This design comes from an exercise in tuning for small area, a short achievable clock period and few clock cycles on the open sky130 flow, not from production work. In this exercise RTL edits were held to simulation tests only and were not proved equivalent to the original. The clock input has no modelled driver; a real chip could not lean on it and would need a root buffer or a full tree. No activity file was given, so power comes from the tool's default toggle rates.

==> flow/design.v <==
`timescale 1ns / 1ns
module bus_arb(clk, rst,
               start1, read_operation1, in_address1, in_data1,
               start2, read_operation2, in_address2, in_data2,
               out_data1, out_data2, finish1, finish2, cache_busy1, cache_busy2,
               mem_req, mem_we, mem_addr, mem_wdata, mem_ack, mem_rdata);
input clk, rst;
input start1, read_operation1, start2, read_operation2;
input [7:0] in_address1, in_address2, in_data1, in_data2;
output [7:0] out_data1, out_data2;
output reg finish1, finish2;
output reg cache_busy1, cache_busy2;
output reg mem_req;
output reg mem_we;
output reg [7:0] mem_addr, mem_wdata;
input mem_ack;
input [7:0] mem_rdata;
reg smp;             
reg idle;            
reg owner;           
reg [7:0] rdata;
wire start_owner = owner ? start2 : start1;
wire start_other = owner ? start1 : start2;
wire free = idle | (smp & mem_ack);
wire load = free & start_other;    
always @(posedge clk)
begin
	if(rst)
	begin
		mem_req <= 0;
		idle <= 1;
		smp <= 0;
		owner <= 0;
		finish1 <= 0;
		finish2 <= 0;
		cache_busy1 <= 1;
		cache_busy2 <= 1;
	end
	else
	begin
		finish1 <= smp & mem_ack & ~owner;
		finish2 <= smp & mem_ack & owner;
		cache_busy1 <= ~(load & owner);
		cache_busy2 <= ~(load & ~owner);
		if(~idle & ~smp)
			smp <= 1;
		else if(free)
		begin
			smp <= 0;
			mem_req <= start_other;
			idle <= ~start_other;
			if(start_other | start_owner)
				owner <= ~owner;
		end
	end
end
wire sel1 = free & owner;
wire sel2 = free & ~owner;
wire hold = ~free;
always @(posedge clk)
begin
	rdata <= mem_rdata;
	mem_we <= (sel1 & ~read_operation1) | (sel2 & ~read_operation2) | (hold & mem_we);
	mem_addr <= ({8{sel1}} & in_address1) | ({8{sel2}} & in_address2) | ({8{hold}} & mem_addr);
	mem_wdata <= ({8{sel1}} & in_data1) | ({8{sel2}} & in_data2) | ({8{hold}} & mem_wdata);
end
assign out_data1 = rdata;
assign out_data2 = rdata;
endmodule
`timescale 1ns / 1ns
module dual_cache(clk, rst,
                  start1, read_operation1, in_address1, in_data1, out_data1, finish1, cache_busy1,
                  start2, read_operation2, in_address2, in_data2, out_data2, finish2, cache_busy2,
                  mem_req, mem_we, mem_addr, mem_wdata, mem_ack, mem_rdata);
input clk, rst;
input start1, read_operation1, start2, read_operation2;
input [7:0] in_address1, in_address2;
input [7:0] in_data1, in_data2;
output [7:0] out_data1, out_data2;
output finish1, finish2;
output cache_busy1, cache_busy2;
output mem_req, mem_we;
output [7:0] mem_addr, mem_wdata;
input mem_ack;
input [7:0] mem_rdata;
bus_arb busmem1(.clk(clk), .rst(rst),
                .start1(start1), .read_operation1(read_operation1), .in_address1(in_address1), .in_data1(in_data1),
                .start2(start2), .read_operation2(read_operation2), .in_address2(in_address2), .in_data2(in_data2),
                .out_data1(out_data1), .out_data2(out_data2), .finish1(finish1), .finish2(finish2),
                .cache_busy1(cache_busy1), .cache_busy2(cache_busy2),
                .mem_req(mem_req), .mem_we(mem_we), .mem_addr(mem_addr), .mem_wdata(mem_wdata),
                .mem_ack(mem_ack), .mem_rdata(mem_rdata));
endmodule
==> flow/config.mk <==
export PLATFORM = sky130hd
export DESIGN_NAME = dual_cache
export DESIGN_NICKNAME = dual_cache
export VERILOG_FILES = /design/flow/design.v
export SDC_FILE = /design/flow/constraint.sdc
export NUM_CORES = 4
export LEC_CHECK = 0
export ABC_AREA = 1
export CAP_MARGIN = 20
export CORE_AREA = 2.3 2.3 57.7 57.7
export DIE_AREA = 0 0 60 60
export SLEW_MARGIN = 20
==> flow/constraint.sdc <==
create_clock -name core_clock -period 5.0 [get_ports {clk}]
set_input_delay 1.0000 -clock core_clock [delete_from_list [all_inputs] [get_ports {clk}]]
set_output_delay 1.0000 -clock core_clock [all_outputs]
set_load 0.01 [all_outputs]
standard.sh (not shown) runs the stock make flow with config.mk's settings and CLKGATE_MAP_FILE= SYNTH_SCRIPT=/design/flow/synth_recipe.tcl, a recipe that flattens the netlist after the stock synthesis.
==> flow/flow/run.sh <==
#!/bin/bash
# Standard layout with three changes:
#  - the port buffers are sky130_fd_sc_hd__buf_1 instead of the delay buffer
#    buffer_ports picks by default;
#  - after clock tree synthesis, flow/clock.tcl replaces the two-level clock
#    tree with two clock buffers, each driving half of the flip-flops;
#  - it then repairs setup timing with a margin, so that the resizer works on
#    the paths that set the achieved clock period.
set -euo pipefail
here=$(pwd)
export CLOCK_REPAIR_MARGIN=3.36
export CLOCK_ROOT_BUFS=2
export CLOCK_ROOT_BUF=sky130_fd_sc_hd__clkbuf_16
bash standard.sh 'BUFFER_PORTS_ARGS=-buffer_cell sky130_fd_sc_hd__buf_1' "POST_CTS_TCL=$here/flow/clock.tcl" finish > standard_make.log 2>&1
==> flow/flow/clock.tcl <==
# Replace the clock tree that clock_tree_synthesis built with a single clock
# buffer: clk -> one buffer -> every flip-flop clock pin. The design is small
# enough that one buffer drives all its flip-flops with low slew, and the
# clock then reaches every flip-flop through the same single buffer.
set clkbuf_master sky130_fd_sc_hd__clkbuf_16
if {[info exists ::env(CLOCK_ROOT_BUF)]} { set clkbuf_master $::env(CLOCK_ROOT_BUF) }
set block [ord::get_db_block]
set db [ord::get_db]
set clknet [[$block findBTerm clk] getNet]

# every flip-flop clock pin
set sinks {}
foreach pin [all_registers -clock_pins -edge_triggered] {
  lappend sinks [sta::sta_to_db_pin $pin]
}

# the clock tree cells: everything reached from clk through nets of buffers
# and inverters, that is not a flip-flop
set tree {}
set todo [list $clknet]
while {[llength $todo]} {
  set net [lindex $todo 0]
  set todo [lrange $todo 1 end]
  foreach it [$net getITerms] {
    if {![$it isInputSignal]} { continue }
    set inst [$it getInst]
    if {[lsearch -exact $sinks $it] >= 0} { continue }
    if {[lsearch -exact $tree $inst] >= 0} { continue }
    lappend tree $inst
    foreach o [$inst getITerms] {
      if {[$o isOutputSignal] && [$o getNet] ne "NULL"} { lappend todo [$o getNet] }
    }
  }
}

# CLOCK_ROOT_BUFS buffers (default 1), each driving an equal share of the
# flip-flops, split by position (left to right).
set nbuf 1
if {[info exists ::env(CLOCK_ROOT_BUFS)]} { set nbuf $::env(CLOCK_ROOT_BUFS) }
set keyed {}
foreach it $sinks {
  set bb [[$it getInst] getBBox]
  lappend keyed [list [expr {([$bb xMin] + [$bb xMax]) / 2}] [expr {([$bb yMin] + [$bb yMax]) / 2}] $it]
}
set keyed [lsort -integer -index 0 $keyed]
foreach inst $tree {
  puts "clock.tcl: removing [$inst getName] ([[$inst getMaster] getName])"
  set nets {}
  foreach o [$inst getITerms] {
    if {[$o isOutputSignal] && [$o getNet] ne "NULL"} { lappend nets [$o getNet] }
  }
  odb::dbInst_destroy $inst
  foreach n $nets { if {[llength [$n getITerms]] == 0 && [llength [$n getBTerms]] == 0} { odb::dbNet_destroy $n } }
}
set total [llength $keyed]
for {set b 0} {$b < $nbuf} {incr b} {
  set lo [expr {$b * $total / $nbuf}]
  set hi [expr {($b + 1) * $total / $nbuf - 1}]
  set group [lrange $keyed $lo $hi]
  set newnet [odb::dbNet_create $block clk_root_$b]
  $newnet setSigType CLOCK
  set sx 0; set sy 0
  foreach k $group {
    lassign $k x y it
    set sx [expr {$sx + $x}]; set sy [expr {$sy + $y}]
    $it disconnect
    $it connect $newnet
  }
  set inst [odb::dbInst_create $block [$db findMaster $clkbuf_master] clkbuf_root_$b]
  $inst setLocation [expr {$sx / [llength $group]}] [expr {$sy / [llength $group]}]
  $inst setPlacementStatus PLACED
  [$inst findITerm A] connect $clknet
  [$inst findITerm X] connect $newnet
  puts "clock.tcl: [llength $group] flip-flops on $clkbuf_master clkbuf_root_$b"
}
detailed_placement
estimate_parasitics -placement
report_clock_skew

# With the final clock tree in place, let the resizer work on the paths that
# set the achieved period, aiming for CLOCK_REPAIR_MARGIN ns of setup slack.
if {[info exists ::env(CLOCK_REPAIR_MARGIN)]} {
  repair_timing -setup -setup_margin $::env(CLOCK_REPAIR_MARGIN) -verbose
  detailed_placement
  estimate_parasitics -placement
}
report_worst_slack -max
report_design_area
The baseline produced a clean layout.
Testbench counts at the start, summed over its fixed seeds: cycles 14,280.
==> next run, changes <==
--- a/flow/flow/run.sh
+++ b/flow/flow/run.sh
@@ -11 +11 @@
-export CLOCK_REPAIR_MARGIN=3.36
+export CLOCK_REPAIR_MARGIN=3.33
@@ -13 +13 @@
-export CLOCK_ROOT_BUF=sky130_fd_sc_hd__clkbuf_16
+export CLOCK_ROOT_BUF=sky130_fd_sc_hd__clkbuf_8
- ABC_AREA: 1 -> default
=> Worst hold slack got worse by 18 ps. Routed wire length shrinks by roughly a tenth. Via count shrinks by about a fifth. Setup slack is worse by 28 ps. Sequential share of layout area rises by 0.71 points. Cell area is lower slightly.
==> next run, changes <==
- ABC_AREA: default -> 1
The new run produced a clean layout.
Sequential power barely changes.
Register-to-register slack is better by 90 ps.
Flip-flop and latch count stays the same.
Routed wire length came out higher by 8.7%.
==> next run, changes <==
--- a/flow/flow/run.sh
+++ b/flow/flow/run.sh
@@ -11 +11 @@
-export CLOCK_REPAIR_MARGIN=3.33
+export CLOCK_REPAIR_MARGIN=3.28
Total power fell slightly.
Setup slack loses 15 ps.
Synthesized area stays the same.
Routed wire length fell slightly.
Hold slack is about the same.
Synthesized cell count stays the same.
Clock skew is about the same.
Flip-flop and latch count is unchanged.
In every run of this note, the design's own scripts or RTL, not TritonCTS, make the clock network.

[afterwards: timing with drivers on the ports]
In the flow no input, the clock included, has a driving cell. The finished layouts below were timed again as built, in two steps.
Step 1 (the two cells are an assumption about what drives the block):
set clk [get_ports {clk}]
set_driving_cell -lib_cell sky130_fd_sc_hd__clkbuf_16 $clk
set_driving_cell -lib_cell sky130_fd_sc_hd__buf_2 [delete_from_list [all_inputs] $clk]
Step 2 also shifts input and output timing later by t, the mid clock arrival at the registers, as if the neighbouring blocks saw the same clock.
Three values: ideal, step 1, step 2; two values: the first two.
run | t, ns | setup slack, ns | worst setup path after step 2 | slew at the worst register clock pin (ns)
the first run | 0.178 | 3.364 / 3.323 / 3.199 | input to register | 0.07 / 0.07
the second run | 0.188 | 3.336 / 3.301 / 3.164 | input to register | 0.10 / 0.10
the third run | 0.190 | 3.338 / 3.304 / 3.157 | input to register | 0.10 / 0.10
the fourth run | 0.189 | 3.323 / 3.291 / 3.141 | input to register | 0.10 / 0.10
After both steps setup and hold are still met in every run listed. The setup slack of the fourth run, which loses most, moves by -0.032 ns with the drivers and by -0.182 ns with both steps.
